What follows belongs to an exercise in optimizing a design on an open flow for small area; a production flow would make more cautious choices.
At most, simulation tests tie the RTL to the original design; equivalence was not proved.
No functional check of the RTL was part of run 1.
No activity file was given, so power comes from the tool's default toggle rates.

==> flow/design.v <==
module fifo_rows #(
  parameter DEPTH = 16,
  parameter WIDTH = 8
)(
  input  logic i_clk,
  input  logic [DEPTH - 1:0] i_hold,
  input  logic [DEPTH - 1:0] i_shift,
  input  logic [DEPTH - 1:0] i_load,
  input  logic [WIDTH - 1:0] i_data,
  output logic [WIDTH - 1:0] o_head
);
  logic [WIDTH - 1:0] mem [DEPTH];
  always_ff @(posedge i_clk) begin: proc_rows
    for (int i = 0; i < DEPTH; i++) begin
      if (i == DEPTH - 1)
        mem[i] <= ~(({WIDTH{i_hold[i]}} & mem[i]) |
                    ({WIDTH{i_load[i]}} & i_data));
      else
        mem[i] <= ~(({WIDTH{i_hold[i]}}  & mem[i]) |
                    ({WIDTH{i_shift[i]}} & mem[i + 1]) |
                    ({WIDTH{i_load[i]}}  & i_data));
    end
  end
  assign o_head = mem[0];
endmodule
module uart_top(
    input  logic i_clk,
    input  logic i_rst_n,  
    input  logic        i_rx_en,
    input  logic        i_tx_en,
    input  logic [ 1:0] i_width_sel,
    input  logic [ 2:0] i_parity_sel,
    input  logic        i_stop_sel,
    input  logic [23:0] i_baud_rate_value,
    output logic o_tx_fifo_full,
    output logic o_rx_data_avail,
    output logic o_e_overrun_flag,
    output logic o_e_parity_flag,
    output logic o_e_frame_flag,
    input  logic i_load_uart,
    input  logic i_store_uart,
    input  logic i_rx_serial,
    output logic o_tx_serial,
    input  logic [7:0] i_trans_data,
    output logic [7:0] o_receive_data
);
    localparam [2:0] IDLE   = 3'b000,
                     START  = 3'b001,
                     DATA   = 3'b010,
                     PARITY = 3'b011,
                     STOP_I = 3'b100,
                     STOP_II= 3'b101;
    logic [23:0] baud_count;
    logic        baud_tick;
    assign baud_tick = (baud_count == '0);
    always_ff @(posedge i_clk) begin: proc_baud
        if (~i_rst_n | baud_tick) baud_count <= i_baud_rate_value;
        else                      baud_count <= baud_count - 1'b1;
    end
    logic phase;
    always_ff @(posedge i_clk, negedge i_rst_n) begin: proc_phase
        if (~i_rst_n) phase <= 1'b0;
        else          phase <= ~phase;
    end
    logic [4:0]  rx_count, tx_count;
    logic [16:0] rx_used, tx_used;       
    logic        rx_push, rx_pop, tx_push, tx_pop;
    logic        rx_empty, tx_empty;
    assign rx_empty        = (rx_count == '0);
    assign tx_empty        = (tx_count == '0);
    assign o_rx_data_avail = ~rx_empty;
    assign o_tx_fifo_full  = tx_count[4];
    always_ff @(posedge i_clk, negedge i_rst_n) begin: proc_counts
        if (~i_rst_n) begin
            rx_count <= '0;
            tx_count <= '0;
        end else begin
            rx_count <= rx_count + (rx_push & ~rx_count[4]) - (rx_pop & ~rx_empty);
            tx_count <= tx_count + (tx_push & ~tx_count[4]) - (tx_pop & ~tx_empty);
        end
    end
    always_comb begin
        for (int i = 0; i <= 16; i++) begin
            rx_used[i] = (rx_count > i);
            tx_used[i] = (tx_count > i);
        end
    end
    logic [15:0] rx_hold, rx_shift, rx_load, tx_hold, tx_shift, tx_load;
    always_comb begin
        for (int i = 0; i < 16; i++) begin
            rx_hold[i]  = ~rx_pop & rx_used[i];
            rx_shift[i] =  rx_pop & rx_used[i + 1];
            rx_load[i]  = ~(rx_hold[i] | rx_shift[i]);
            tx_hold[i]  = ~tx_pop & tx_used[i];
            tx_shift[i] =  tx_pop & tx_used[i + 1];
            tx_load[i]  = ~(tx_hold[i] | tx_shift[i]);
        end
    end
    logic [9:0] rx_entry_x, rx_head_x;
    logic [7:0] tx_head_x;
    fifo_rows #(.DEPTH(16), .WIDTH(10)) rx_rows (
        .i_clk(i_clk),
        .i_hold(rx_hold),
        .i_shift(rx_shift),
        .i_load(rx_load),
        .i_data(rx_entry_x),
        .o_head(rx_head_x)
    );
    fifo_rows #(.DEPTH(16), .WIDTH(8)) tx_rows (
        .i_clk(i_clk),
        .i_hold(tx_hold),
        .i_shift(tx_shift),
        .i_load(tx_load),
        .i_data(i_trans_data ^ {8{phase}}),
        .o_head(tx_head_x)
    );
    assign {o_e_frame_flag, o_e_parity_flag, o_receive_data} = rx_head_x ^ {10{phase}};
    assign tx_push = i_store_uart;
    assign rx_pop  = i_load_uart;
    logic [2:0] tx_state, tx_state_n;
    logic [3:0] tx_counter;
    logic [2:0] tx_index;
    logic       tx_xor;
    logic       tx_bit_end, tx_last_bit, tx_data_bit;
    assign tx_bit_end  = baud_tick & (tx_counter == 4'd15);
    assign tx_last_bit = (tx_index == {1'b1, i_width_sel});
    assign tx_data_bit = tx_head_x[tx_index] ^ phase;
    always_comb begin
        tx_state_n = tx_state;
        tx_pop     = 1'b0;
        case (tx_state)
            IDLE:    if (i_tx_en & ~tx_empty) tx_state_n = START;
            START:   if (tx_bit_end) tx_state_n = DATA;
            DATA:    if (tx_bit_end & tx_last_bit) tx_state_n = i_parity_sel[2] ? PARITY : STOP_I;
            PARITY:  if (tx_bit_end) tx_state_n = STOP_I;
            STOP_I:  if (tx_bit_end) begin
                         tx_state_n = i_stop_sel ? STOP_II : IDLE;
                         tx_pop     = ~i_stop_sel;
                     end
            STOP_II: if (tx_bit_end) begin
                         tx_state_n = IDLE;
                         tx_pop     = 1'b1;
                     end
            default: tx_state_n = IDLE;
        endcase
    end
    always_ff @(posedge i_clk, negedge i_rst_n) begin: proc_tx_state
        if (~i_rst_n) tx_state <= IDLE;
        else          tx_state <= tx_state_n;
    end
    always_ff @(posedge i_clk) begin: proc_tx_datapath
        if (tx_state == IDLE) tx_counter <= '0;
        else if (baud_tick)   tx_counter <= tx_counter + 1'b1;
        if (tx_state != DATA) tx_index <= '0;
        else if (tx_bit_end)  tx_index <= tx_index + 1'b1;
        if (tx_state == START)                  tx_xor <= 1'b0;
        else if (tx_state == DATA & tx_bit_end) tx_xor <= tx_xor ^ tx_data_bit;
    end
    always_comb begin: proc_tx_out
        case (tx_state)
            START  : o_tx_serial = 1'b0;
            DATA   : o_tx_serial = tx_data_bit;
            PARITY : o_tx_serial = i_parity_sel[1] ? i_parity_sel[0] : (tx_xor ^ i_parity_sel[0]);
            default: o_tx_serial = 1'b1;
        endcase
    end
    logic rx_buffer_1, rx_buffer_2, rx_in, rx_sync_en;
    assign rx_sync_en = i_rx_en & i_rst_n;
    always_ff @(posedge i_clk) begin: proc_rx_sync
        rx_buffer_1 <= ~rx_sync_en | i_rx_serial;
        rx_buffer_2 <= ~rx_sync_en | rx_buffer_1;
        rx_in       <= ~rx_sync_en | rx_buffer_2;
    end
    logic [2:0] rx_state, rx_state_n;
    logic [3:0] rx_counter;
    logic [2:0] rx_index;
    logic       rx_parity;
    logic [7:0] rx_data_x;    
    logic       rx_bit_end, rx_last_bit;
    assign rx_bit_end  = baud_tick & (rx_counter == 4'd15);
    assign rx_last_bit = (rx_index == {1'b1, i_width_sel});
    always_comb begin
        rx_state_n = rx_state;
        rx_push    = 1'b0;
        case (rx_state)
            IDLE:    if (~rx_buffer_2 & rx_in) rx_state_n = START;
            START:   if (rx_bit_end) rx_state_n = rx_in ? IDLE : DATA;
            DATA:    if (rx_bit_end & rx_last_bit) rx_state_n = i_parity_sel[2] ? PARITY : STOP_I;
            PARITY:  if (rx_bit_end) rx_state_n = STOP_I;
            STOP_I:  if (rx_bit_end) begin
                         rx_state_n = (i_stop_sel & rx_in) ? STOP_II : IDLE;
                         rx_push    = ~i_stop_sel | ~rx_in;
                     end
            STOP_II: if (rx_bit_end) begin
                         rx_state_n = IDLE;
                         rx_push    = 1'b1;
                     end
            default: rx_state_n = IDLE;
        endcase
    end
    always_ff @(posedge i_clk, negedge i_rst_n) begin: proc_rx_state
        if (~i_rst_n) begin
            rx_state         <= IDLE;
            o_e_overrun_flag <= 1'b0;
        end else begin
            rx_state         <= rx_state_n;
            o_e_overrun_flag <= rx_count[4] & (o_e_overrun_flag | rx_push);
        end
    end
    always_ff @(posedge i_clk) begin: proc_rx_datapath
        if (rx_state == IDLE) rx_counter <= 4'd8;
        else if (baud_tick)   rx_counter <= rx_counter + 1'b1;
        if (rx_state != DATA) rx_index <= '0;
        else if (rx_bit_end)  rx_index <= rx_index + 1'b1;
        for (int i = 0; i < 8; i++)
            rx_data_x[i] <= ~((rx_state == DATA & rx_bit_end & rx_index == i) ? (rx_in ^ phase) : rx_data_x[i]);
        if (rx_state == START) rx_parity <= 1'b0;
        else if (rx_bit_end & ((rx_state == DATA & ~i_parity_sel[1]) | rx_state == PARITY))
            rx_parity <= rx_parity ^ rx_in;
    end
    assign rx_entry_x = {~rx_in ^ phase,
                         (i_parity_sel[2] & (rx_parity ^ i_parity_sel[0])) ^ phase,
                         (&i_width_sel) ? rx_data_x[7] : phase,
                         i_width_sel[1] ? rx_data_x[6] : phase,
                         (|i_width_sel) ? rx_data_x[5] : phase,
                         rx_data_x[4:0]};
endmodule
==> flow/flow/run.sh <==
#!/bin/bash
# The standard layout, with plain buf_1 cells as the port buffers.
set -euo pipefail
bash standard.sh "BUFFER_PORTS_ARGS=-buffer_cell sky130_fd_sc_hd__buf_1" finish > orfs_make.log 2>&1
==> flow/standard.sh <==
#!/bin/bash
# synth_recipe.tcl (not shown) runs the flow's synth.tcl, then flattens the netlist and writes it again
# the make line also repeats each setting of config.mk as NAME=value (left out here)
make -C /OpenROAD-flow-scripts/flow DESIGN_CONFIG=/design/flow/config.mk WORK_HOME=/design/flow/orfs CLKGATE_MAP_FILE= SYNTH_SCRIPT=/design/flow/synth_recipe.tcl "${@:-finish}"
==> flow/config.mk <==
export PLATFORM = sky130hd
export DESIGN_NAME = uart_top
export DESIGN_NICKNAME = uart_top
export VERILOG_FILES = /design/flow/design.v
export SDC_FILE = /design/flow/constraint.sdc
export NUM_CORES = 4
export LEC_CHECK = 0
export CAP_MARGIN = 20
export CORE_MARGIN = 2
export CORE_UTILIZATION = 70
export CTS_CLUSTER_DIAMETER = 100
export CTS_CLUSTER_SIZE = 30
export SLEW_MARGIN = 20
export SYNTH_HIERARCHICAL = 1
==> flow/constraint.sdc <==
create_clock -name core_clock -period 5.0 [get_ports {i_clk}]
set_input_delay 1.0000 -clock core_clock [delete_from_list [all_inputs] [get_ports {i_clk}]]
set_output_delay 1.0000 -clock core_clock [all_outputs]
set_load 0.01 [all_outputs]
==> metrics.md, run 1 <==
| Metric | Value |
|---|---|
| Max Cap Viol | 0 |
| Resize count post-CTS | 0 |
| Critical path class | reg -> reg |
| FF-to-FF Start | baud_count[0] |
| Worst Tran Pin Value | 0.957 ns |
| WL final | 31.7 mm |
| Post-CTS Hold Buffers | 0 |
| RSZ-0062 raised after global routing | no |
| Synth Instances | 1356 |
| Core ar. | 0.0209 mm^2 |
| Routed Antenna Nets | 0 |
| Final Max Slew Viols | 0 |
| DR DRC count | 0 |
| Most common cell after layout, fill and taps aside | dfxtp_1 |
| Multi-input gate area | 0.00637 mm^2 |
| Clock power share | 19.9% |
| Worst path most repeated cell | ha_1 |
| Setup bufs post-CTS | 0 |
| I/O pin cnt | 59 |
| CP cell instances | inv_1, ha_1, nor4b_1, nand4_1, buf_4, or3_1, nor3_1, nand2_1, ha_1, inv_1, ha_1, fa_1, a21oi_1, nor2_1, nor2_1, xor2_1 |
| Final Cycle Share | 69.6% |
| First-pass GRT wire length | 51.5 mm |
| Switch Pwr | 2.24 mW |
| Register-to-register setup slack | 1.52 ns |
| Nets | 1406 |
| Net Sw Frac | 31.7% |
| Clock sinks | 357 |
| Combinational Power Share | 24.1% |
| Top achievable clock speed | 288 MHz |
| FF+latch area | 0.00724 mm^2 |
| Most frequent cells in the layout | dfxtp_1 (339), a222oi_1 (270), nor2_1 (110) |
| Crit. End Element | flop |
| Total Power | 7.06 mW |
| Clock Latency Late Sink | 0.53 ns |
| DPL Wire Length | 21.5 mm |
| Max incr delay on CP | 0.43 ns |
| Reg2reg end | rx_count[4] |
| Worst setup path endpoint | rx_count[4] |
| Initial antenna violation count | 0 |
| Area grow syn2layout | 0.659% |
| Clock Path Buffers | 3 |
| CTS Buf Count | 15 |
| Core Util, Final | 71.3% |
| Clk root buf | clkbuf_16 |
| Largest net degree at the start of global routing | 49 |
| Worst EP arrival | 3.94 ns |
| Sequential share of power | 55.9% |
| First-pass iteration count of the detailed router | 11 |
| DIE WIDTH | 149 um |
| Starting Density | 70.8% |
| Die footprint | 0.0223 mm^2 |
| GRT Total Usage | 27.6% |
| TritonCTS clock tree | done |
| Gr ovfl total | 0 |
| Mapped Area | 0.0148 mm^2 |
| Tmin final | 3.48 ns |
| GPL Wtd Cong | 0.866 |
| Diodes inserted | 0 |
| Hold Crit Class | in -> async |
| Final setup fails | 0 |
| R2R cell count | 16 |
| Clk pin slew, worst setup/hold paths | 0.12 ns |
| Largest vdd supply drop | 0.223 mV |
| Synth Warn # | 11 |
| TNS Setup | 0 ns |
| Critical-path top delay cell | fa_1 |
| Max-slew headroom | 35.6% |
| Crit path required time | 5.46 ns |
| Port Buf Inserts | 58 |
| Num rows | 53 |
| Worst Hold Margin | 0.439 ns |
| Vias in the first global route | 10500 |
| Layout cell share with drive strength beyond 1 | 5.15% |
| Filler Cell Count | 1621 |
| Critical path launch point type | flop |
| Hold Vio Cnt, Final | 0 |
| Vias per inst | 7.03 |
| Clock H-tree levels | 1 |
| Worst setup path startpoint | baud_count[0] |
| Die span in y | 149 um |
| Status | finished clean |
| Starting DRT DRC Count | 1927 |
| Worst Skew | 0.0246 ns |
| PwrDens | 474 mW/mm^2 |
| Internal power | 4.83 mW |
| DR vias | 11200 |
| WL/cell | 19.9 um |
| Avg Inst Size Synth | 10.9 um^2 |
| Syn_nets | 1444 |
| Critical Path Fanout Max | 13 |
| Leak pwr | 5.61 nW |
-- metrics by stage --
stage          cell area (um^2)  setup slack [ns]  instances
3_3_place_gp              14500              1.38       1576
5_1_grt                   14900              1.22       1595
4_1_cts                   14900              1.50       1595
2_1_floorplan             14800              1.82       1356
6_report                  14900              1.52       1595
3_5_place_dp              14500              1.34       1576
-- metal layers --
metal,global-route usage (%),vias up,share of wire (%),wire length [um]
met5,0,-,0,0
met4,6.14,0,1.7,553
met3,2.51,40,4.4,1400
met2,49.5,307,51,16100
met1,36.2,5547,43,13700
li1,-,5316,-,-
-- sequential cells by signal, indices dropped and copies added (netlist names), 3 cells and up --
| register | count |
|---|---|
| rx_rows.mem | 160 |
| tx_rows.mem | 128 |
| baud_count | 24 |
| rx_data_x | 8 |
| rx_count | 5 |
| tx_count | 5 |
| rx_counter | 4 |
| tx_counter | 4 |
| rx_index | 3 |
| rx_state | 3 |
| tx_index | 3 |
| tx_state | 3 |
-- power by group through the flow --
stage	combinational (mW)	clock [mW]	sequential (mW)
floorplan	1.52	0	3.84
global placement	1.63	0	3.99
detailed placement	1.68	0	4.00
CTS	1.70	1.43	3.94
global route	1.88	1.53	4.02
finish	1.71	1.41	3.95
-- worst max-delay path: cells and delay by family, from the launching register on --
kind                       cells  cell delay [ns]
buffers and inverters          3             0.34
adders and majority gates      4             1.07
AOI/OAI and AO/OA              1             0.14
xor gates and xnor gates       1             0.15
DFF                            1             0.35
and+or+nand+nor                7             1.37
-- final cells by class --
class | instances | share of cell area [%]
clock buffer | 17 | 2.57
inverter | 31 | 0.781
clock inverter | 2 | 0.0924
multi-input combinational | 826 | 42.7
tap | 275 | 2.31
timing repair buffer | 87 | 2.92
sequential | 357 | 48.6
-- how the worst min path moves through the flow --
stage | from | endpoint | slack, ns | cells past startpoint
global placement | rx_buffer_1 | rx_buffer_2 | 0.40 | 1
detailed placement | rx_buffer_1 | rx_buffer_2 | 0.42 | 1
finish | i_rst_n | tx_state[2] | 0.44 | 2
global route | i_rst_n | tx_state[2] | 0.47 | 2
CTS | rx_buffer_1 | rx_buffer_2 | 0.44 | 1
floorplan | rx_buffer_1 | rx_buffer_2 | 0.39 | 1
==> inputs of run 2 (changes only) <==
--- a/flow/design.v
+++ b/flow/design.v
@@ -22,6 +22,28 @@
     end
   end
   assign o_head = mem[0];
+endmodule
+module fifo_select (
+    input  logic        i_pop,
+    input  logic [16:0] i_free,     
+    output logic [15:0] o_hold,
+    output logic [15:0] o_shift,
+    output logic [15:0] o_load
+);
+    always_comb begin
+        for (int i = 0; i < 16; i++) begin
+            o_hold[i]  = ~(i_pop | i_free[i]);
+            o_shift[i] = ~(~i_pop | i_free[i + 1]);
+        end
+    end
+    fifo_nor nor_load (.i_a(o_hold), .i_b(o_shift), .o_y(o_load));
+endmodule
+module fifo_nor (
+    input  logic [15:0] i_a,
+    input  logic [15:0] i_b,
+    output logic [15:0] o_y
+);
+    assign o_y = ~(i_a | i_b);
 endmodule
 module uart_top(
     input  logic i_clk,
@@ -46,16 +68,21 @@
 );
     localparam [2:0] IDLE   = 3'b000,
                      START  = 3'b001,
-                     DATA   = 3'b010,
-                     PARITY = 3'b011,
-                     STOP_I = 3'b100,
-                     STOP_II= 3'b101;
-    logic [23:0] baud_count;
+                     DATA   = 3'b011,
+                     PARITY = 3'b111,
+                     STOP_I = 3'b110,
+                     STOP_II= 3'b100;
+    logic [23:0] baud_count_n;
+    logic [24:0] baud_ones;    
     logic        baud_tick;
-    assign baud_tick = (baud_count == '0);
+    assign baud_ones[0] = 1'b1;
+    for (genvar i = 0; i < 24; i++) begin: g_baud
+        assign baud_ones[i + 1] = baud_ones[i] & baud_count_n[i];
+    end
+    assign baud_tick = &baud_count_n;    
     always_ff @(posedge i_clk) begin: proc_baud
-        if (~i_rst_n | baud_tick) baud_count <= i_baud_rate_value;
-        else                      baud_count <= baud_count - 1'b1;
+        if (~i_rst_n | baud_tick) baud_count_n <= ~i_baud_rate_value;
+        else                      baud_count_n <= baud_count_n ^ baud_ones[23:0];
     end
     logic phase;
     always_ff @(posedge i_clk, negedge i_rst_n) begin: proc_phase
@@ -63,39 +90,47 @@
         else          phase <= ~phase;
     end
     logic [4:0]  rx_count, tx_count;
-    logic [16:0] rx_used, tx_used;       
+    logic [16:0] rx_free, tx_free;       
     logic        rx_push, rx_pop, tx_push, tx_pop;
-    logic        rx_empty, tx_empty;
+    logic        rx_empty, tx_empty, rx_up, rx_dn, tx_up, tx_dn;
     assign rx_empty        = (rx_count == '0);
     assign tx_empty        = (tx_count == '0);
     assign o_rx_data_avail = ~rx_empty;
     assign o_tx_fifo_full  = tx_count[4];
+    assign rx_up = rx_push & ~rx_count[4] & ~(rx_pop & ~rx_empty);
+    assign rx_dn = rx_pop & ~rx_empty & ~(rx_push & ~rx_count[4]);
+    assign tx_up = tx_push & ~tx_count[4] & ~(tx_pop & ~tx_empty);
+    assign tx_dn = tx_pop & ~tx_empty & ~(tx_push & ~tx_count[4]);
     always_ff @(posedge i_clk, negedge i_rst_n) begin: proc_counts
         if (~i_rst_n) begin
             rx_count <= '0;
             tx_count <= '0;
         end else begin
-            rx_count <= rx_count + (rx_push & ~rx_count[4]) - (rx_pop & ~rx_empty);
-            tx_count <= tx_count + (tx_push & ~tx_count[4]) - (tx_pop & ~tx_empty);
+            rx_count <= rx_count + {{4{rx_dn}}, rx_up | rx_dn};
+            tx_count <= tx_count + {{4{tx_dn}}, tx_up | tx_dn};
         end
     end
     always_comb begin
         for (int i = 0; i <= 16; i++) begin
-            rx_used[i] = (rx_count > i);
-            tx_used[i] = (tx_count > i);
+            rx_free[i] = (rx_count <= i);
+            tx_free[i] = (tx_count <= i);
         end
     end
     logic [15:0] rx_hold, rx_shift, rx_load, tx_hold, tx_shift, tx_load;
-    always_comb begin
-        for (int i = 0; i < 16; i++) begin
-            rx_hold[i]  = ~rx_pop & rx_used[i];
-            rx_shift[i] =  rx_pop & rx_used[i + 1];
-            rx_load[i]  = ~(rx_hold[i] | rx_shift[i]);
-            tx_hold[i]  = ~tx_pop & tx_used[i];
-            tx_shift[i] =  tx_pop & tx_used[i + 1];
-            tx_load[i]  = ~(tx_hold[i] | tx_shift[i]);
-        end
-    end
+    fifo_select rx_select (
+        .i_pop(rx_pop),
+        .i_free(rx_free),
+        .o_hold(rx_hold),
+        .o_shift(rx_shift),
+        .o_load(rx_load)
+    );
+    fifo_select tx_select (
+        .i_pop(tx_pop),
+        .i_free(tx_free),
+        .o_hold(tx_hold),
+        .o_shift(tx_shift),
+        .o_load(tx_load)
+    );
     logic [9:0] rx_entry_x, rx_head_x;
     logic [7:0] tx_head_x;
     fifo_rows #(.DEPTH(16), .WIDTH(10)) rx_rows (
@@ -149,10 +184,8 @@
         else          tx_state <= tx_state_n;
     end
     always_ff @(posedge i_clk) begin: proc_tx_datapath
-        if (tx_state == IDLE) tx_counter <= '0;
-        else if (baud_tick)   tx_counter <= tx_counter + 1'b1;
-        if (tx_state != DATA) tx_index <= '0;
-        else if (tx_bit_end)  tx_index <= tx_index + 1'b1;
+        tx_counter <= (tx_state == IDLE) ? 4'd0 : tx_counter + baud_tick;
+        tx_index <= (tx_state != DATA) ? 3'd0 : tx_index + tx_bit_end;
         if (tx_state == START)                  tx_xor <= 1'b0;
         else if (tx_state == DATA & tx_bit_end) tx_xor <= tx_xor ^ tx_data_bit;
     end
@@ -208,10 +241,8 @@
         end
     end
     always_ff @(posedge i_clk) begin: proc_rx_datapath
-        if (rx_state == IDLE) rx_counter <= 4'd8;
-        else if (baud_tick)   rx_counter <= rx_counter + 1'b1;
-        if (rx_state != DATA) rx_index <= '0;
-        else if (rx_bit_end)  rx_index <= rx_index + 1'b1;
+        rx_counter <= (rx_state == IDLE) ? 4'd8 : rx_counter + baud_tick;
+        rx_index <= (rx_state != DATA) ? 3'd0 : rx_index + rx_bit_end;
         for (int i = 0; i < 8; i++)
             rx_data_x[i] <= ~((rx_state == DATA & rx_bit_end & rx_index == i) ? (rx_in ^ phase) : rx_data_x[i]);
         if (rx_state == START) rx_parity <= 1'b0;
==> flow/flow/run.sh (replaced) <==
#!/bin/bash
# The standard layout, with plain buf_1 cells as the port buffers and
# power recovery (gate downsizing on paths with slack) after global routing.
set -euo pipefail
bash standard.sh "BUFFER_PORTS_ARGS=-buffer_cell sky130_fd_sc_hd__buf_1" RECOVER_POWER=100 finish > orfs_make.log 2>&1
==> run 2 against run 1 <==
Net effect: now fails the layout checks on capacitance limit, slew limit; maximum frequency shrank 26%; count of clock-buffer cells in the layout is 2 higher; critical path depth grew 8; synthesized cell count decreased by 11%; setup slack lost 1.2 ns; via count decreased by 9.5%; worst hold slack lost 0.012 ns; combinational power up 44%; sequential power increased by 25%; die area is 5.6% lower; critical path type unchanged; cell area decreased by 6.5%; clock power hardly changed.
==> metrics.md, run 2 <==
| Metric | Value |
|---|---|
| Post-CTS Hold Buffers | 0 (unchanged) |
| Crit path required time | 5.38 ns (-0.08 ns) |
| FF-to-FF Start | baud_count_n[0] |
| Synth cell types | 55 |
| Top reg by flops | rx_rows.mem |
| I/O pin cnt | 59 (unchanged) |
| First-pass GRT wire length | 46.2 mm (-10%) |
| Place WS | 0.291 ns (-1.05 ns) |
| Clock sinks | 357 (unchanged) |
| Starting DRT DRC Count | 1972 (+2.3%) |
| Share of the synthesized area in the top cell type | 48.7% |
| Resize count post-CTS | 0 (unchanged) |
| Blocking Checks | capacitance limit, slew limit |
| Clock Path Buffers | 3 (unchanged) |
| Hold Crit Class | reg -> reg |
| Clk root buf | clkbuf_16 |
| Max Cap Viol | 1 (+1) |
| Gr ovfl total | 0 (unchanged) |
| DR DRC count | 0 (unchanged) |
| Final Max Slew Viols | 23 (+23) |
| Syn_nets | 1296 (-10%) |
| Port Buf Inserts | 58 (unchanged) |
| FFs w/ async S/R, synth | 5.04% |
| CP bufs+invs | 0 (-3) |
| WL/cell | 19.6 um (-1.5%) |
| Die span in y | 145 um (-2.9%) |
| Layout cell share with drive strength beyond 1 | 3.61% (-1.5 points) |
| Clk pin slew, worst setup/hold paths | 0.12 ns (about the same) |
| Num rows | 51 (-3.8%) |
| Largest registers | rx_rows.mem: 160 flops, tx_rows.mem: 128 flops, baud_count_n: 24 flops |
| Most instantiated cells after synthesis | dfxtp_1 (339), a222oi_1 (270), nor2_1 (80) |
| Top achievable clock speed | 213 MHz (-26%) |
| EDFF count, synth | 0 |
| Clock H-tree levels | 1 (unchanged) |
| Final Cycle Share | 93.7% (+24 points) |
| Avg Inst Size Synth | 11.5 um^2 (+5.7%) |
| Status | failed layout checks |
| Seq cells post-synth | 357 |
| Critical path class | reg -> reg |
| Die footprint | 0.0211 mm^2 (-5.6%) |
| Filler Cell Count | 1464 (-9.7%) |
| Nets | 1249 (-11%) |
| Synth Warn # | 12 (+1) |
| Max-slew headroom | -8.81% (-44 points) |
| DPL Wire Length | 19.1 mm (-11%) |
| DR vias | 10100 (-9.5%) |
| Critical-path top delay cell | dfxtp_1 |
| DIE WIDTH | 145 um (-2.9%) |
| Vias in the first global route | 9269 (-12%) |
| Synth Instances | 1209 (-11%) |
| Most common cell after layout, fill and taps aside | dfxtp_1 |
| Area grow syn2layout | -0.117% |
| Starting Density | 71.4% (+0.55 points) |
| CTS Buf Count | 15 (unchanged) |
| Post-synthesis sequential area ratio | 51.9% |
| First-pass iteration count of the detailed router | 10 (-1) |
| Crit. End Element | flop |
| WL final | 28.0 mm (-12%) |
| Mapped Area | 0.0139 mm^2 (-5.8%) |
| Hold Vio Cnt, Final | 0 (unchanged) |
| Worst path most repeated cell | ha_1 |
| Worst EP arrival | 5.07 ns (+1.13 ns) |
| Initial antenna violation count | 0 (unchanged) |
| GPL Wtd Cong | 0.822 (-5.0%) |
| GRT Total Usage | 25.6% (-2.0 points) |
| Critical Path Fanout Max | 2 (-11) |
| Most numerous cell in the Yosys netlist | dfxtp_1 |
| CP top delay family | adder cells |
| Largest vdd supply drop | 0.442 mV (+98%) |
| Slack of the critical path | 0.315 ns (-1.21 ns) |
| Clock Latency Late Sink | 0.50 ns (-0.03 ns) |
| TNS Setup | 0 ns (unchanged) |
| Tmin final | 4.69 ns (+1.21 ns) |
| Final setup fails | 0 (unchanged) |
| Setup bufs post-CTS | 0 (unchanged) |
| Vias per inst | 7.10 (+0.97%) |
| RSZ-0062 raised after global routing | no |
| Max incr delay on CP | 0.33 ns (-0.10 ns) |
| Synth Flop Type | dfxtp_1 |
| Cell accounting for the most synthesized area | dfxtp_1 |
| Largest net degree at the start of global routing | 46 (-6.1%) |
| Worst setup path startpoint | baud_count_n[0] |
| Top cells by area, synth | dfxtp_1 (49%), a222oi_1 (19%), buf_6 (5.4%) |
| Critical path launch point type | flop |
| Largest register FFs | 160 (unchanged) |
| PwrDens | 630 mW/mm^2 (+33%) |
| Hold path startpoint | rx_buffer_1 |
| CP cell instances | ha_1, ha_1, ha_1, ha_1, ha_1, ha_1, ha_1, ha_1, ha_1, ha_1, ha_1, ha_1, ha_1, ha_1, ha_1, ha_1, ha_1, ha_1, ha_1, ha_1, ha_1, ha_1, xnor2_1, mux2i_1 |
| Core ar. | 0.0195 mm^2 (-6.5%) |
| Worst Hold Margin | 0.427 ns (-0.0122 ns) |
| TritonCTS clock tree | done |
| Most frequent cells in the layout | dfxtp_1 (339), a222oi_1 (270), nor2_1 (80) |
| Worst Skew | 0.0149 ns (-0.00969 ns) |
| Worst Tran Pin Value | 1.63 ns (+0.676 ns) |
| Leak pwr | 5.45 nW (-2.9%) |
| Diodes inserted | 0 (unchanged) |
| Routed Antenna Nets | 0 (unchanged) |
[run 2: changes by cell type in the layout (fill, tap and decap cells not counted), moves of 9 or more]
cell | before | now
nor2b_1 | 10 | 40
xnor2_1 | 33 | 18
nor3_1 | 21 | 7
nor2_1 | 110 | 80
buf_4 | 29 | 15
o21ai_0 | 38 | 28
and2_1 | 12 | 3
nand2_1 | 73 | 35
a21oi_1 | 32 | 16
clkbuf_1 | 2 | 11
[run 2: layout make-up]
class,instances,area (um^2),area share [%]
Clock buffer,19,390,2.80
Clock inverter,1,5.00,0.0359
Inverter,26,97.6,0.701
Multi-Input combinational cell,683,5510,39.6
Sequential cell,357,7240,52.0
Tap cell,265,332,2.38
Timing Repair Buffer,79,353,2.53
[run 2: final timing paths]
| path | end | slack (ns) | cells after the start |
|---|---|---|---|
| min in group asynchronous | rx_state[1] | 0.84 | 2 |
| setup reg to reg | baud_count_n[23] | 0.31 | 24 |
| hold / removal | rx_buffer_2 | 0.43 | 1 |
| max in group asynchronous | rx_count[3] | 3.42 | 2 |
| hold reg to reg | rx_buffer_2 | 0.43 | 1 |
| setup / recovery | baud_count_n[23] | 0.31 | 24 |
[run 2: logic make-up (layout without fill, tap and decap cells)]
| group | after synthesis | after routing | share of synthesized area [%] |
|---|---|---|---|
| simple gates | 218 | 218 | 7.85 |
| flops | 357 | 357 | 51.9 |
| buf+inv | 169 | 125 | 8.60 |
| mux | 16 | 16 | 1.40 |
| fa+ha+maj | 42 | 42 | 3.88 |
| xor+xnor | 42 | 42 | 2.64 |
| compound gates | 365 | 365 | 23.7 |
[run 2: metal layers]
metal,track usage [%],part of all wire (%)
met2,44.8,49
met4,4.26,1.2
met3,2.61,6.2
met5,0,0
met1,35.2,43
[run 2: worst reg2reg max path, stage by stage, from the launching register on]
cell and delay [ns]:
dfxtp_1 0.33, ha_1 0.21, ha_1 0.19, ha_1 0.18
ha_1 0.18, ha_1 0.18, ha_1 0.18, ha_1 0.18
ha_1 0.18, ha_1 0.18, ha_1 0.18, ha_1 0.18
ha_1 0.18, ha_1 0.18, ha_1 0.18, ha_1 0.17
ha_1 0.18, ha_1 0.18, ha_1 0.18, ha_1 0.20
ha_1 0.20, ha_1 0.18, ha_1 0.18, xnor2_1 0.13
mux2i_1 0.08
[run 2: modules after synthesis, one instance, submodules excluded, excerpt]
module,area (um^2),times used,flops+latches
uart_top,3890,1,69
fifo_select,178,2,0
fifo_nor,60.1,2,0
[run 2: where the power goes]
group          switching [mW]  leakage, nW  internal, mW  total, mW
Combinational            1.30         2.21          1.17       2.47
Clock                   0.830        0.193         0.560       1.39
Sequential              0.808         3.05          4.11       4.92
[run 2: per-stage QoR]
stage               total power, mW  area (um^2)  utilization [%]  instances
floorplan                      7.06        13900                -       1209
global placement               7.31        13600             69.5       1410
detailed placement             7.42        13600             69.5       1410
CTS                            8.77        14000             71.5       1430
global route                   9.33        13900             71.3       1430
finish                         8.77        13900             71.3       1430
==> inputs of run 3 (changes only) <==
==> flow/flow/run.sh (replaced) <==
#!/bin/bash
# The standard layout, with plain buf_1 cells as the port buffers.
set -euo pipefail
bash standard.sh "BUFFER_PORTS_ARGS=-buffer_cell sky130_fd_sc_hd__buf_1" finish > orfs_make.log 2>&1
==> run 3 against run 2 <==
Net effect: the run now finishes clean; synthesized cell count unchanged; first-iteration DRC count decreased by 1.1%; via count decreased by 0.60%; critical path type unchanged; critical endpoint unchanged.
==> metrics.md, run 3 <==
| Metric | Value |
|---|---|
| Max-slew headroom | 46.0% (+55 points) |
| CP cell instances | ha_1, ha_1, ha_1, ha_1, ha_1, ha_1, ha_1, ha_1, ha_1, ha_1, ha_1, ha_1, ha_1, ha_1, ha_1, ha_1, ha_1, ha_1, ha_1, ha_1, ha_1, ha_1, xnor2_1, mux2i_1 |
| Critical-path top delay cell | dfxtp_1 |
| Vias in the first global route | 9269 (unchanged) |
| Share of the synthesized area in the top cell type | 48.7% (unchanged) |
| CTS Buf Count | 15 (unchanged) |
| Clk pin slew, worst setup/hold paths | 0.12 ns (about the same) |
| DR vias | 10100 (-0.60%) |
| Resize count post-CTS | 0 (unchanged) |
| Critical path launch point type | flop |
| Vias per inst | 7.05 (-0.60%) |
| Gr ovfl total | 0 (unchanged) |
| DPL Wire Length | 19.1 mm (unchanged) |
| Crit path required time | 5.38 ns (about the same) |
| WHS Endpoint | rx_buffer_2 |
| Largest family of logic cells by synthesized area | compound AO/OA/AOI/OAI gates |
| Net Sw Frac | 33.5% (-0.041 points) |
| Most common cell after layout, fill and taps aside | dfxtp_1 |
| Most frequent cells in the layout | dfxtp_1 (339), a222oi_1 (270), nor2_1 (80) |
| Most instantiated cells after synthesis | dfxtp_1 (339), a222oi_1 (270), nor2_1 (80) |
| Avg Inst Size Synth | 11.5 um^2 (unchanged) |
| Top reg by flops | rx_rows.mem |
| Clock H-tree levels | 1 (unchanged) |
| Synth Flop Type | dfxtp_1 |
| Largest vdd supply drop | 0.439 mV (-0.72%) |
| Port Buf Inserts | 58 (unchanged) |
| DR DRC count | 0 (unchanged) |
| Cell accounting for the most synthesized area | dfxtp_1 |
| RSZ-0062 raised after global routing | no |
| Synth cell types | 55 (unchanged) |
| Top achievable clock speed | 213 MHz (about the same) |
| First-pass GRT wire length | 46.2 mm (unchanged) |
| Clock Latency Late Sink | 0.50 ns (about the same) |
| GPL Wtd Cong | 0.822 (unchanged) |
| DIE WIDTH | 145 um (unchanged) |
| Syn_nets | 1296 (unchanged) |
| Most numerous cell in the Yosys netlist | dfxtp_1 |
| Critical path class | reg -> reg |
| Reg2reg end | baud_count_n[23] |
| Final Cycle Share | 93.7% (about the same) |
| Synth Instances | 1209 (unchanged) |
| Tmin final | 4.69 ns (+0.00178 ns) |
| Clock power share | 15.8% (about the same) |
| Internal power | 5.84 mW (+0.10%) |
| Post-Synth Adder-Cell Area | 3.88% (unchanged) |
| Seq cells post-synth | 357 (unchanged) |
| Die footprint | 0.0211 mm^2 (unchanged) |
| Synth Area in Compound Gates | 23.7% (unchanged) |
| Post-CTS Hold Buffers | 0 (unchanged) |
| Max Cap Viol | 0 (-1) |
| First-pass iteration count of the detailed router | 12 (+2) |
| Initial antenna violation count | 0 (unchanged) |
| Final Max Slew Viols | 0 (-100%) |
| Die span in y | 145 um (unchanged) |
| Proportion of synthesized area in mux cells | 1.40% (unchanged) |
| Worst Tran Pin Value | 0.808 ns (-0.824 ns) |
| Synth Area in XOR/XNOR | 2.64% (unchanged) |
| Crit. End Element | flop |
| Setup bufs post-CTS | 0 (unchanged) |
| Max incr delay on CP | 0.33 ns (about the same) |
| Final setup fails | 0 (unchanged) |
| EDFF count, synth | 0 (unchanged) |
| Clk root buf | clkbuf_16 |
| Hold Vio Cnt, Final | 0 (unchanged) |
| WL/cell | 19.6 um (about the same) |
| I/O pin cnt | 59 (unchanged) |
| Core ar. | 0.0195 mm^2 (unchanged) |
| Leak pwr | 5.48 nW (+0.51%) |
| Hold-critical path depth | 1 (unchanged) |
| Status | finished clean |
| Combinational Power Share | 28.2% (about the same) |
| Diodes inserted | 0 (unchanged) |
| Critical Path Fanout Max | 2 (unchanged) |
| Register-to-register setup slack | 0.31 ns (about the same) |
| Worst path most repeated cell | ha_1 |
| Sequential share of power | 56.0% (about the same) |
| Worst Skew | 0.0152 ns (+0.000349 ns) |
| Clock sinks | 357 (unchanged) |
| Post-synthesis sequential area ratio | 51.9% (unchanged) |
| Nets | 1249 (unchanged) |
| Core Util, Final | 71.5% (+0.21 points) |
| PwrDens | 629 mW/mm^2 (-0.25%) |
| Mapped Area | 0.0139 mm^2 (unchanged) |
| WL final | 28.0 mm (about the same) |
| Hold path startpoint | rx_buffer_1 |
| Starting DRT DRC Count | 1950 (-1.1%) |
| Simple-Gate Fraction of Synth Area | 7.85% (unchanged) |
| Starting Density | 71.4% (unchanged) |
| GRT Total Usage | 25.6% (unchanged) |
| Num rows | 51 (unchanged) |
| R2R cell count | 24 (unchanged) |
| Clock Path Buffers | 3 (unchanged) |
| Routed Antenna Nets | 0 (unchanged) |
| Largest registers | rx_rows.mem: 160 flops, tx_rows.mem: 128 flops, baud_count_n: 24 flops |
| Largest net degree at the start of global routing | 46 (unchanged) |
| FF-to-FF Start | baud_count_n[0] |
| TNS Setup | 0 ns (unchanged) |
| Layout cell share with drive strength beyond 1 | 4.64% (+1.0 points) |
| Area grow syn2layout | 0.170% |
| TritonCTS clock tree | done |
| Switch Pwr | 2.94 mW (about the same) |
| Hold Crit Class | reg -> reg |
| Synth Warn # | 12 (unchanged) |
| Largest register FFs | 160 (unchanged) |
| Top cells by area, synth | dfxtp_1 (49%), a222oi_1 (19%), buf_6 (5.4%) |
| Worst EP arrival | 5.07 ns (about the same) |
| Filler Cell Count | 1457 (-0.48%) |
| FFs w/ async S/R, synth | 5.04% (unchanged) |
run 3: area by class of cell:
class | instances | area (um^2) | area share, %
clock inverters | 1 | 5.00 | 0.0358
flip-flops and latches | 357 | 7240 | 51.8
well taps | 265 | 332 | 2.37
repair buffers | 79 | 377 | 2.70
inverters | 26 | 97.6 | 0.699
clock buffers | 19 | 390 | 2.80
multi-input cells | 683 | 5530 | 39.6
run 3: cell families after synthesis:
group	Yosys count
adder cells (fa/ha/maj)	42
AO/OA/AOI/OAI	365
XOR/XNOR	42
flip-flops	357
AND/OR/NAND/NOR	218
buffers and inverters	169
multiplexers	16
run 3: worst max-delay path by stage:
stage / startpoint / end / slack [ns] / depth (start not counted)
floorplan: baud_count_n[0] / baud_count_n[23] / 0.56 / 24
global placement: baud_count_n[0] / baud_count_n[23] / 0.41 / 24
detailed placement: baud_count_n[0] / baud_count_n[23] / 0.29 / 24
CTS: baud_count_n[0] / baud_count_n[23] / 0.27 / 24
global route: baud_count_n[0] / baud_count_n[22] / 0.05 / 24
finish: baud_count_n[0] / baud_count_n[23] / 0.31 / 24
run 3: layer usage:
| layer | wire length, um | global-route usage (%) | vias up |
|---|---|---|---|
| li1 | - | - | 4768 |
| met1 | 12200 | 35.2 | 4947 |
| met2 | 13900 | 44.8 | 349 |
| met3 | 1620 | 2.61 | 23 |
| met4 | 310 | 4.26 | 0 |
| met5 | 0 | 0 | - |
run 3: Yosys stat by module, one instance, submodules excluded, a selection:
module       copies in the design  cells
fifo_select                     2     35
uart_top                        1    419
fifo_nor                        2     16
run 3: worst max-delay path: cells and delay by family (launching register included):
family | cells | cell delay (ns)
flops | 1 | 0.33
mux | 1 | 0.08
xor+xnor | 1 | 0.13
fa+ha+maj | 22 | 4.02
run 3: through the flow:
stage | instance area [um^2] | power [mW] | cells | setup slack, ns | hold WS, ns
after CTS | 14000 | 8.77 | 1430 | 0.272 | 0.430
final | 14000 | 8.78 | 1430 | 0.313 | 0.427
after detailed placement | 13600 | 7.42 | 1410 | 0.291 | 0.401
after floorplan | 13900 | 7.06 | 1209 | 0.561 | 0.392
after global placement | 13600 | 7.31 | 1410 | 0.414 | 0.396
after global routing | 14000 | 9.33 | 1430 | 0.0493 | 0.444
run 3: power groups by stage:
stage / Combinational, mW / Clock, mW / Sequential (mW)
2_1_floorplan: 2.45 / 0 / 4.61
3_3_place_gp: 2.38 / 0 / 4.93
3_5_place_dp: 2.46 / 0 / 4.95
4_1_cts: 2.46 / 1.42 / 4.90
5_1_grt: 2.77 / 1.52 / 5.05
6_report: 2.47 / 1.39 / 4.92
==> inputs of run 4 (changes only) <==
==> flow/flow/run.sh (replaced) <==
#!/bin/bash
# The standard layout, with plain buf_1 cells as the port buffers and power
# recovery (downsizing gates on paths with slack) after global routing,
# followed by another slew/capacitance repair (flow/post_grt.tcl).
set -euo pipefail
HERE=$(cd "$(dirname "$0")" && pwd)
bash standard.sh "BUFFER_PORTS_ARGS=-buffer_cell sky130_fd_sc_hd__buf_1" RECOVER_POWER=100 \
  "POST_GLOBAL_ROUTE_TCL=$HERE/post_grt.tcl" finish > orfs_make.log 2>&1
==> flow/flow/post_grt.tcl (new file) <==
# Runs at the end of ORFS's global route step (POST_GLOBAL_ROUTE_TCL), after
# power recovery has downsized gates on paths with slack: repair the
# max-slew / max-capacitance limits again, then legalise and reroute the
# nets that changed.
global_route -start_incremental
repair_design_helper
detailed_placement
global_route -end_incremental -congestion_report_file $::env(REPORTS_DIR)/congestion_post_grt_hook.rpt
estimate_parasitics -global_routing
repair_timing_helper
global_route -start_incremental
detailed_placement
global_route -end_incremental -congestion_report_file $::env(REPORTS_DIR)/congestion_post_grt_hook2.rpt
estimate_parasitics -global_routing
write_guides $::env(RESULTS_DIR)/route.guide
==> run 4 against run 3 <==
Net effect: via count about the same; clock skew hardly changed; register-to-register slack about the same; sequential power about the same; sequential share of layout area is 0.13 points higher; synthesized cell count stayed put; worst hold slack barely moved; synthesized area unchanged; setup slack improved by 0.00094 ns; cell area fell by 0.26%; still clean.
==> metrics.md, run 4 <==
| Metric | Value |
|---|---|
| Layout cell share with drive strength beyond 1 | 3.86% (-0.77 points) |
| Worst Tran Pin Value | 0.870 ns (+0.0620 ns) |
| Crit. End Element | flop |
| Syn_nets | 1296 (unchanged) |
| FFs w/ async S/R, synth | 5.04% (unchanged) |
| Die footprint | 0.0211 mm^2 (unchanged) |
| Clk root buf | clkbuf_16 |
| Routed Antenna Nets | 0 (unchanged) |
| Vias in the first global route | 9269 (unchanged) |
| CTS Buf Count | 15 (unchanged) |
| TritonCTS clock tree | done |
| Seq cells post-synth | 357 (unchanged) |
| Clock sinks | 357 (unchanged) |
| Gr ovfl total | 0 (unchanged) |
| Clock H-tree levels | 1 (unchanged) |
| Worst setup path startpoint | baud_count_n[0] |
| M3 GR Usage | 2.61% (unchanged) |
| Share of the synthesized area in the top cell type | 48.7% (unchanged) |
| I/O pin cnt | 59 (unchanged) |
| Post-synthesis sequential area ratio | 51.9% (unchanged) |
| Critical Path Fanout Max | 2 (unchanged) |
| Resize count post-CTS | 0 (unchanged) |
| WL/cell | 19.6 um (about the same) |
| DIE WIDTH | 145 um (unchanged) |
| EDFF count, synth | 0 (unchanged) |
| Final Max Slew Viols | 0 (unchanged) |
| Num rows | 51 (unchanged) |
| WL final | 28.0 mm (about the same) |
| Reg2reg end | baud_count_n[23] |
| Top cells by area, synth | dfxtp_1 (49%), a222oi_1 (19%), buf_6 (5.4%) |
| Top achievable clock speed | 213 MHz (about the same) |
| Placed cells | 1410 (unchanged) |
| Area grow syn2layout | -0.0894% |
| Synth Warn # | 12 (unchanged) |
| Starting Density | 71.4% (unchanged) |
| PwrDens | 630 mW/mm^2 (+0.17%) |
| TNS Setup | 0 ns (unchanged) |
| Critical path class | reg -> reg |
| Hold path startpoint | rx_buffer_1 |
| Clock Path Buffers | 3 (unchanged) |
| Hold Vio Cnt, Final | 0 (unchanged) |
| Mapped Area | 0.0139 mm^2 (unchanged) |
| Place WS | 0.291 ns (unchanged) |
| Hold-critical path depth | 1 (unchanged) |
| Clk pin slew, worst setup/hold paths | 0.12 ns (about the same) |
| Vias per inst | 7.06 (about the same) |
| First-pass GRT wire length | 46.2 mm (unchanged) |
| Largest registers | rx_rows.mem: 160 flops, tx_rows.mem: 128 flops, baud_count_n: 24 flops |
| Slack of the critical path | 0.314 ns (+0.000937 ns) |
| Diodes inserted | 0 (unchanged) |
| M2 GR Usage | 44.8% (unchanged) |
| GPL Wtd Cong | 0.822 (unchanged) |
| DPL Wire Length | 19.1 mm (unchanged) |
| Critical path launch point type | flop |
| Core ar. | 0.0195 mm^2 (unchanged) |
| Tmin final | 4.69 ns (-0.000937 ns) |
| Synth Flop Type | dfxtp_1 |
| DR DRC count | 0 (unchanged) |
| WHS Endpoint | rx_buffer_2 |
| Final setup fails | 0 (unchanged) |
| Setup bufs post-CTS | 0 (unchanged) |
| Initial antenna violation count | 0 (unchanged) |
| Largest net degree at the start of global routing | 46 (unchanged) |
| Synth Instances | 1209 (unchanged) |
| Hold Crit Class | reg -> reg |
| Starting DRT DRC Count | 2056 (+5.4%) |
| Leak pwr | 5.46 nW (-0.35%) |
| Grt peak-use layer | met2 |
| Largest vdd supply drop | 0.439 mV (+0.11%) |
| Most instantiated cells after synthesis | dfxtp_1 (339), a222oi_1 (270), nor2_1 (80) |
| Worst EP arrival | 5.07 ns (about the same) |
| Largest register FFs | 160 (unchanged) |
| Max-slew headroom | 42.0% (-4.1 points) |
| Fin cells | 1430 (unchanged) |
| R2R cell count | 24 (unchanged) |
| FF-to-FF Start | baud_count_n[0] |
| Met1 Use GR | 35.2% (unchanged) |
| Crit path required time | 5.38 ns (about the same) |
| Worst Skew | 0.0155 ns (+0.000234 ns) |
| Status | finished clean |
| Synth cell types | 55 (unchanged) |
| First-pass iteration count of the detailed router | 10 (-2) |
| Most numerous cell in the Yosys netlist | dfxtp_1 |
| Final Cycle Share | 93.7% (about the same) |
| Top reg by flops | rx_rows.mem |
| GRT Total Usage | 25.6% (unchanged) |
| Port Buf Inserts | 58 (unchanged) |
| Filler Cell Count | 1462 (+0.34%) |
| Register-to-register setup slack | 0.31 ns (about the same) |
| Die span in y | 145 um (unchanged) |
| DR vias | 10100 (+0.059%) |
| Nets | 1249 (unchanged) |
| Post-CTS Hold Buffers | 0 (unchanged) |
| Core Util, Final | 71.3% (-0.19 points) |
| Max Cap Viol | 0 (unchanged) |
| Clock Latency Late Sink | 0.50 ns (about the same) |
| Cell accounting for the most synthesized area | dfxtp_1 |
| Most common cell after layout, fill and taps aside | dfxtp_1 |
| Avg Inst Size Synth | 11.5 um^2 (unchanged) |
| Most frequent cells in the layout | dfxtp_1 (339), a222oi_1 (270), nor2_1 (80) |
==> run 4: kinds of logic after synthesis <==
| kind of cell | share of synthesized area (%) |
|---|---|
| mux | 1.40 |
| fa+ha+maj | 3.88 |
| flops | 51.9 |
| buf+inv | 8.60 |
| xor+xnor | 2.64 |
| simple gates | 7.85 |
| compound gates | 23.7 |
==> run 4: how the worst max path moves through the flow <==
stage | to | slack [ns]
2_1_floorplan | baud_count_n[23] | 0.56
3_3_place_gp | baud_count_n[23] | 0.41
3_5_place_dp | baud_count_n[23] | 0.29
4_1_cts | baud_count_n[23] | 0.27
6_report | baud_count_n[23] | 0.31
==> run 4: report_power, final <==
part           switching, mW  internal, mW  leakage (nW)
logic                   1.30          1.17          2.21
registers              0.806          4.11          3.05
clock network          0.829         0.560         0.193
total                   2.93          5.83          5.46
==> run 4: area by class of cell <==
type / instances / area (um^2) / share of cell area [%]
Inverter: 26 / 97.6 / 0.701
Tap cell: 265 / 332 / 2.38
Clock buffer: 19 / 390 / 2.80
Clock inverter: 1 / 5.00 / 0.0359
Multi-Input combinational cell: 683 / 5510 / 39.6
Timing Repair Buffer: 79 / 357 / 2.56
Sequential cell: 357 / 7240 / 52.0
==> run 4: per-module statistics from Yosys (local to each module, per instance), excerpt <==
| module | copies in the design | area [um^2] | flip-flops and latches |
|---|---|---|---|
| fifo_nor | 2 | 60.1 | 0 |
| fifo_select | 2 | 178 | 0 |
| uart_top | 1 | 3890 | 69 |
==> run 4: critical path, stage by stage (launching register included) <==
cell	delay (ns)
dfxtp_1	0.33
ha_1	0.21
ha_1	0.19
ha_1	0.18
ha_1	0.18
ha_1	0.18
ha_1	0.18
ha_1	0.18
ha_1	0.18
ha_1	0.18
ha_1	0.17
ha_1	0.18
ha_1	0.18
ha_1	0.18
ha_1	0.18
ha_1	0.17
ha_1	0.18
ha_1	0.18
ha_1	0.18
ha_1	0.20
ha_1	0.20
ha_1	0.18
ha_1	0.18
xnor2_1	0.13
mux2i_1	0.08
==> run 4: through the flow <==
| step | hold WS (ns) | power, mW | cell area (um^2) |
|---|---|---|---|
| floorplan | 0.392 | 7.06 | 13900 |
| global placement | 0.396 | 7.31 | 13600 |
| detailed placement | 0.401 | 7.42 | 13600 |
| CTS | 0.430 | 8.77 | 14000 |
| finish | 0.427 | 8.77 | 13900 |
==> run 4: layer usage <==
metal | routed length [um] | share of wire [%] | vias up
li1 | - | - | 4784
met1 | 12200 | 44 | 4936
met2 | 13900 | 50 | 350
met3 | 1610 | 5.7 | 23
met4 | 293 | 1.0 | 0
met5 | 0 | 0 | -
==> inputs of run 5 (changes only) <==
==> flow/flow/run.sh (replaced) <==
#!/bin/bash
# The standard layout, with:
#  - plain buf_1 cells as the port buffers,
#  - a clock tree of clkbuf_8 cells over clusters of up to 18 flip-flops,
#    a clkbuf_4 root and no dummy loads,
#  - power recovery (downsizing gates on paths with slack) after global
#    routing, followed by another slew/capacitance repair (flow/post_grt.tcl).
set -euo pipefail
HERE=$(cd "$(dirname "$0")" && pwd)
CTS="-sink_clustering_enable -repair_clock_nets -dont_use_dummy_load"
CTS="$CTS -sink_clustering_size 18 -sink_clustering_max_diameter 70"
CTS="$CTS -root_buf sky130_fd_sc_hd__clkbuf_4 -sink_clustering_buffer sky130_fd_sc_hd__clkbuf_8"
bash standard.sh "BUFFER_PORTS_ARGS=-buffer_cell sky130_fd_sc_hd__buf_1" "CTS_ARGS=$CTS" \
  RECOVER_POWER=100 "POST_GLOBAL_ROUTE_TCL=$HERE/post_grt.tcl" finish > orfs_make.log 2>&1
--- a/flow/config.mk
+++ b/flow/config.mk
@@ -7,8 +7,7 @@
 export LEC_CHECK = 0
 export CAP_MARGIN = 20
 export CORE_MARGIN = 2
-export CORE_UTILIZATION = 70
-export CTS_CLUSTER_DIAMETER = 100
-export CTS_CLUSTER_SIZE = 30
+export CORE_UTILIZATION = 80
+export PLACE_DENSITY = 0.9
 export SLEW_MARGIN = 20
 export SYNTH_HIERARCHICAL = 1
==> run 5 against run 4 <==
Net effect: still clean on timing, DRC and antenna; clock power shrank 14%; global-route usage grew 6.7 points; via count grew 3.6%; highest routed layer unchanged.
==> metrics.md, run 5 <==
| Metric | Value |
|---|---|
| FF-to-FF Start | baud_count_n[0] |
| First-pass iteration count of the detailed router | 14 (+4) |
| WL met3 | 2.27 mm (+41%) |
| Largest vdd supply drop | 0.451 mV (+2.6%) |
| Initial antenna violation count | 1 (+1) |
| Fin area | 0.0138 mm^2 (-1.2%) |
| Critical path launch point type | flop |
| Worst path most repeated cell | ha_1 |
| Most frequent cells in the layout | dfxtp_1 (338), a222oi_1 (270), nor2_1 (80) |
| Routed Antenna Nets | 0 (unchanged) |
| Synth cell types | 55 (unchanged) |
| Vias in the first global route | 10200 (+10%) |
| Top achievable clock speed | 212 MHz (-0.44%) |
| Clock H-tree levels | 1 (unchanged) |
| Layout cell share with drive strength beyond 1 | 4.37% (+0.51 points) |
| Worst setup path startpoint | baud_count_n[0] |
| FF+latch area | 0.00724 mm^2 (about the same) |
| Leak pwr | 5.41 nW (-0.85%) |
| Crit path required time | 5.56 ns (+0.18 ns) |
| Clock sinks | 357 (unchanged) |
| Syn_nets | 1296 (unchanged) |
| DR DRC count | 0 (unchanged) |
| Most numerous cell in the Yosys netlist | dfxtp_1 |
| Final setup fails | 0 (unchanged) |
| WL final | 30.1 mm (+7.5%) |
| Final Cycle Share | 94.1% (+0.42 points) |
| Met2 wire len | 15.1 mm (+9.1%) |
| FFs w/ async S/R, synth | 5.04% (unchanged) |
| Mapped Area | 0.0139 mm^2 (unchanged) |
| First-pass GRT wire length | 49.2 mm (+6.6%) |
| Fin cells | 1392 (-2.7%) |
| Worst EP arrival | 5.27 ns (+0.20 ns) |
| Filler Cell Count | 1088 (-26%) |
| Critical-path top delay cell | dfxtp_2 |
| Area grow syn2layout | -1.31% |
| Clock Latency Late Sink | 0.71 ns (+0.21 ns) |
| Synth Warn # | 12 (unchanged) |
| Crit. End Element | flop |
| CP cell instances | ha_1, ha_1, ha_1, ha_1, ha_1, ha_1, ha_1, ha_1, ha_1, ha_1, ha_1, ha_1, ha_1, ha_1, ha_1, ha_1, ha_2, ha_1, ha_1, ha_1, ha_1, ha_1, xnor2_1, mux2i_1 |
| Share of the synthesized area in the top cell type | 48.7% (unchanged) |
| Vias per inst | 7.51 (+6.4%) |
| Max Cap Viol | 0 (unchanged) |
| Max-slew headroom | 41.9% (-0.050 points) |
| GRT Total Usage | 32.4% (+6.7 points) |
| Status | finished clean |
| Top reg by flops | rx_rows.mem |
| Seq cells post-synth | 357 (unchanged) |
| Worst Skew | 0.0597 ns (+0.0442 ns) |
| M1 wire length | 11.9 mm (-3.0%) |
| Synth Instances | 1209 (unchanged) |
| Max Used Layer | met4 |
| DIE WIDTH | 136 um (-6.3%) |
| Top cells by area, synth | dfxtp_1 (49%), a222oi_1 (19%), buf_6 (5.4%) |
| Most common cell after layout, fill and taps aside | dfxtp_1 |
| Tmin final | 4.71 ns (+0.0208 ns) |
| CP bufs+invs | 0 (unchanged) |
| TNS Setup | 0 ns (unchanged) |
| Gr ovfl total | 0 (unchanged) |
| Num rows | 48 (-5.9%) |
| Starting Density | 81.2% (+9.8 points) |
| Final Max Slew Viols | 0 (unchanged) |
| Placed cells | 1368 (-3.0%) |
| Die span in y | 136 um (-6.3%) |
| Largest register FFs | 160 (unchanged) |
| Max incr delay on CP | 0.34 ns (about the same) |
| Setup bufs post-CTS | 0 (unchanged) |
| Post-synthesis sequential area ratio | 51.9% (unchanged) |
| Cell accounting for the most synthesized area | dfxtp_1 |
| Multi-input gate area | 0.00550 mm^2 (-0.27%) |
| Core ar. | 0.0172 mm^2 (-12%) |
| PwrDens | 630 mW/mm^2 (about the same) |
| CTS Buf Count | 23 (+8) |
| Resize count post-CTS | 0 (unchanged) |
| Clk root buf | clkbuf_4 |
| DPL Wire Length | 20.2 mm (+5.6%) |
| CP top delay family | adder cells |
| Critical Path Fanout Max | 2 (unchanged) |
| Avg Inst Size Synth | 11.5 um^2 (unchanged) |
| Critical path class | reg -> reg |
| Worst Tran Pin Value | 0.869 ns (-0.00104 ns) |
| Clock Path Buffers | 3 (unchanged) |
| Starting DRT DRC Count | 2265 (+10%) |
| Hold Crit Class | in -> async |
| DR vias | 10500 (+3.6%) |
| EDFF count, synth | 0 (unchanged) |
| Most instantiated cells after synthesis | dfxtp_1 (339), a222oi_1 (270), nor2_1 (80) |
| I/O pin cnt | 59 (unchanged) |
| Largest net degree at the start of global routing | 46 (unchanged) |
| Hold Vio Cnt, Final | 0 (unchanged) |
| Port Buf Inserts | 58 (unchanged) |
| Post-CTS Hold Buffers | 0 (unchanged) |
| TritonCTS clock tree | done |
| Clk pin slew, worst setup/hold paths | 0.11 ns (about the same) |
| GPL Wtd Cong | 0.817 (-0.63%) |
| Synth Flop Type | dfxtp_1 |
| Largest registers | rx_rows.mem: 160 flops, tx_rows.mem: 128 flops, baud_count_n: 24 flops |
| Area post-placement | 0.0135 mm^2 (-0.48%) |
| WL/cell | 21.6 um (+10%) |
| Nets | 1255 (+0.48%) |
| Die footprint | 0.0185 mm^2 (-12%) |
==> run 5: modules after synthesis, one instance, submodules excluded, a selection <==
module | cells | cell area (um^2) | flip-flops and latches | times used
uart_top | 419 | 3890 | 69 | 1
fifo_nor | 16 | 60.1 | 0 | 2
fifo_select | 35 | 178 | 0 | 2
==> run 5: path summary, 6_finish.rpt <==
path | cells past startpoint | end | slack [ns]
worst max-delay path | 24 | baud_count_n[23] | 0.29
worst min-delay path | 2 | tx_count[1] | 0.40
worst max register to register | 24 | baud_count_n[23] | 0.29
worst min register to register | 1 | tx_rows.mem[13][5] | 0.43
max in group asynchronous | 2 | tx_count[3] | 4.22
min in group core_clock | 1 | tx_rows.mem[13][5] | 0.43
==> run 5: layer usage <==
layer | global-route usage, % | up-vias
met3 | 4.36 | 64
met5 | 0 | -
li1 | - | 4788
met2 | 57.1 | 522
met4 | 12.9 | 0
met1 | 40.0 | 5081
==> run 5: kinds of logic after synthesis <==
kind of cell               count (synthesis)  synth area share (%)
buffers and inverters                    169                  8.60
xor gates and xnor gates                  42                  2.64
muxes                                     16                  1.40
adders and majority gates                 42                  3.88
DFF                                      357                  51.9
and+or+nand+nor                          218                  7.85
AOI/OAI and AO/OA                        365                  23.7
==> run 5: through the flow <==
step / utilization, % / setup WS [ns] / total power, mW / hold slack (ns)
2_1_floorplan: - / 0.561 / 7.06 / 0.392
4_1_cts: 80.3 / 0.245 / 8.62 / 0.274
3_5_place_dp: 78.6 / 0.278 / 7.46 / 0.411
6_report: 80.1 / 0.293 / 8.66 / 0.396
3_3_place_gp: 78.6 / 0.425 / 7.26 / 0.395
==> run 5: layout make-up <==
| type | instances | area share [%] |
|---|---|---|
| Antenna cell | 1 | 0.0182 |
| Clock buffer | 23 | 2.16 |
| Inverter | 26 | 0.709 |
| Multi-Input combinational cell | 683 | 39.9 |
| Sequential cell | 357 | 52.6 |
| Tap cell | 225 | 2.05 |
| Timing Repair Buffer | 77 | 2.51 |
==> run 5: worst reg2reg max path: stages, from the launching register on <==
cell and delay (ns):
dfxtp_2 0.34, ha_1 0.21, ha_1 0.19, ha_1 0.19, ha_1 0.19, ha_1 0.18, ha_1 0.18, ha_1 0.18
ha_1 0.19, ha_1 0.18, ha_1 0.18, ha_1 0.18, ha_1 0.18, ha_1 0.18, ha_1 0.18, ha_1 0.18
ha_1 0.19, ha_2 0.17, ha_1 0.18, ha_1 0.18, ha_1 0.18, ha_1 0.18, ha_1 0.19, xnor2_1 0.15
mux2i_1 0.08
==> run 5: power by group <==
group / total [mW] / internal (mW) / switching, mW
clock: 1.20 / 0.383 / 0.817
sequential: 4.94 / 4.11 / 0.830
combinational: 2.52 / 1.17 / 1.35
total: 8.66 / 5.66 / 3.00
==> inputs of run 6 (changes only) <==
--- a/flow/config.mk
+++ b/flow/config.mk
@@ -7,7 +7,8 @@
 export LEC_CHECK = 0
 export CAP_MARGIN = 20
 export CORE_MARGIN = 2
-export CORE_UTILIZATION = 80
-export PLACE_DENSITY = 0.9
+export CORE_UTILIZATION = 70
+export CTS_CLUSTER_DIAMETER = 100
+export CTS_CLUSTER_SIZE = 30
 export SLEW_MARGIN = 20
 export SYNTH_HIERARCHICAL = 1
==> run 6 against run 5 <==
Net effect: setup slack gained 0.019 ns; utilization decreased by 9.3 points; worst hold slack worse by 0.024 ns; highest routed layer unchanged; critical endpoint unchanged; clock power about the same; routed wire length shrank 6.7%; cell area up 0.54%; register-to-register slack improved by 0.02 ns.
==> metrics.md, run 6 <==
| Metric | Value |
|---|---|
| EDFF count, synth | 0 (unchanged) |
| Most common cell after layout, fill and taps aside | dfxtp_1 |
| I/O pin cnt | 59 (unchanged) |
| Simple-Gate Fraction of Synth Area | 7.85% (unchanged) |
| Post-CTS Hold Buffers | 0 (unchanged) |
| DPL Wire Length | 19.1 mm (-5.3%) |
| Most instantiated cells after synthesis | dfxtp_1 (339), a222oi_1 (270), nor2_1 (80) |
| DIE WIDTH | 145 um (+6.7%) |
| Post-Synth Adder-Cell Area | 3.88% (unchanged) |
| Starting DRT DRC Count | 1909 (-16%) |
| Synth Instances | 1209 (unchanged) |
| FFs w/ async S/R, synth | 5.04% (unchanged) |
| Layout cell share with drive strength beyond 1 | 4.37% (-0.0075 points) |
| Largest vdd supply drop | 0.401 mV (-11%) |
| Initial antenna violation count | 1 (unchanged) |
| TritonCTS clock tree | done |
| Total Power | 8.57 mW (-1.0%) |
| Synth Area in XOR/XNOR | 2.64% (unchanged) |
| Synth Area in Compound Gates | 23.7% (unchanged) |
| Resize count post-CTS | 0 (unchanged) |
| Worst EP arrival | 5.27 ns (about the same) |
| Vias in the first global route | 9390 (-8.0%) |
| Setup bufs post-CTS | 0 (unchanged) |
| WL/cell | 19.6 um (-9.5%) |
| Place WS | 0.291 ns (+0.0130 ns) |
| Post-synthesis sequential area ratio | 51.9% (unchanged) |
| Hold Vio Cnt, Final | 0 (unchanged) |
| Clock H-tree levels | 1 (unchanged) |
| Proportion of synthesized area in mux cells | 1.40% (unchanged) |
| Clock sinks | 357 (unchanged) |
| First-pass iteration count of the detailed router | 12 (-2) |
| Worst Skew | 0.0192 ns (-0.0404 ns) |
| Max-slew headroom | 39.5% (-2.4 points) |
| Filler Cell Count | 1476 (+36%) |
| Gr ovfl total | 0 (unchanged) |
| Mapped Area | 0.0139 mm^2 (unchanged) |
| Max Cap Viol | 0 (unchanged) |
| Die footprint | 0.0211 mm^2 (+14%) |
| Slack of the critical path | 0.312 ns (+0.0186 ns) |
| Largest family of logic cells by synthesized area | compound AO/OA/AOI/OAI gates |
| Routed Antenna Nets | 0 (unchanged) |
| Area grow syn2layout | -0.781% |
| PwrDens | 620 mW/mm^2 (-1.5%) |
| Synth Flop Type | dfxtp_1 |
| Final setup fails | 0 (unchanged) |
| Most numerous cell in the Yosys netlist | dfxtp_1 |
| Share of the synthesized area in the top cell type | 48.7% (unchanged) |
| GRT Total Usage | 25.8% (-6.6 points) |
| Nets | 1257 (+0.16%) |
| Clock Path Buffers | 3 (unchanged) |
| Largest net degree at the start of global routing | 46 (unchanged) |
| Most frequent cells in the layout | dfxtp_1 (339), a222oi_1 (270), nor2_1 (80) |
| Final Cycle Share | 93.8% (-0.37 points) |
| Avg Inst Size Synth | 11.5 um^2 (unchanged) |
| FF+latch area | 0.00724 mm^2 (about the same) |
| Clk root buf | clkbuf_4 |
| Critical Path Fanout Max | 2 (unchanged) |
| DR vias | 10100 (-3.8%) |
| Starting Density | 71.4% (-9.8 points) |
| Top achievable clock speed | 213 MHz (+0.40%) |
| TNS Setup | 0 ns (unchanged) |
| Largest register FFs | 160 (unchanged) |
| Critical path launch point type | flop |
| Largest registers | rx_rows.mem: 160 flops, tx_rows.mem: 128 flops, baud_count_n: 24 flops |
| Leak pwr | 5.42 nW (+0.12%) |
| Critical path class | reg -> reg |
| Cell accounting for the most synthesized area | dfxtp_1 |
| Status | finished clean |
| Num rows | 51 (+6.3%) |
| Crit. End Element | flop |
| Worst Tran Pin Value | 0.907 ns (+0.0374 ns) |
## run 6: cell counts after synthesis
Identical to the previous run, type by type.
## run 6: final cells by class
class | instances | area share [%]
Tap cell | 265 | 2.40
Antenna cell | 2 | 0.0362
Timing Repair Buffer | 79 | 2.55
Multi-Input combinational cell | 683 | 39.8
Sequential cell | 357 | 52.3
Inverter | 26 | 0.706
Clock buffer | 23 | 2.15
## run 6: final timing paths
kind                                 startpoint          endpoint  cells after the start  slack (ns)
worst max-delay path            baud_count_n[0]  baud_count_n[23]                     24        0.31
worst min-delay path                    i_rst_n       rx_state[2]                      2        0.37
worst max register to register  baud_count_n[0]  baud_count_n[23]                     24        0.31
worst min register to register      rx_buffer_1       rx_buffer_2                      1        0.42
max in group asynchronous               i_rst_n       tx_state[2]                      2        4.25
min in group core_clock             rx_buffer_1       rx_buffer_2                      1        0.42
## run 6: per-stage QoR
stage	util (%)	area, um^2	cells	hold slack, ns
final	70.8	13800	1435	0.372
after CTS	71.0	13900	1433	0.243
after detailed placement	69.5	13600	1410	0.401
after global placement	69.5	13600	1410	0.396
after floorplan	-	13900	1209	0.392
## run 6: routing by layer
| metal | part of all wire, % | track usage, % |
|---|---|---|
| met1 | 44 | 34.9 |
| met5 | 0 | 0 |
| met4 | 1.8 | 5.64 |
| met2 | 50 | 45.2 |
| met3 | 5.1 | 2.42 |
## run 6: critical path, stage by stage (launching register included)
cell and delay, ns:
dfxtp_1 0.32, ha_1 0.21, ha_1 0.19, ha_1 0.19, ha_1 0.19, ha_1 0.18
ha_1 0.18, ha_1 0.18, ha_1 0.18, ha_1 0.18, ha_1 0.18, ha_1 0.18
ha_1 0.18, ha_1 0.18, ha_1 0.18, ha_1 0.17, ha_1 0.18, ha_1 0.19
ha_1 0.18, ha_1 0.21, ha_1 0.20, ha_1 0.18, ha_1 0.18, xnor2_1 0.13
mux2i_1 0.08
## run 6: where the power goes
| part | leakage (nW) | internal [mW] | switching (mW) |
|---|---|---|---|
| registers | 3.05 | 4.11 | 0.808 |
| logic | 2.21 | 1.16 | 1.29 |
| clock network | 0.158 | 0.383 | 0.817 |
| total | 5.42 | 5.65 | 2.92 |
## run 6: kinds of logic (layout without fill, tap and decap cells)
group	count (synthesis)	in the layout
XOR/XNOR	42	42
multiplexers	16	16
adder cells (fa/ha/maj)	42	42
AND/OR/NAND/NOR	218	218
AO/OA/AOI/OAI	365	365
other	0	2
buffers and inverters	169	128
flip-flops	357	357
## run 6: modules after synthesis (local to each module, per instance), excerpt
module,cells,times used
uart_top,419,1
fifo_select,35,2
fifo_nor,16,2

Check on run 6: ideal ports give 0.312 ns setup slack; a clkbuf_16 on the clock port and buf_2 on the inputs give 0.312 ns; moving port delays by the midpoint clock arrival (0.732 ns) as well gives 0.312 ns.
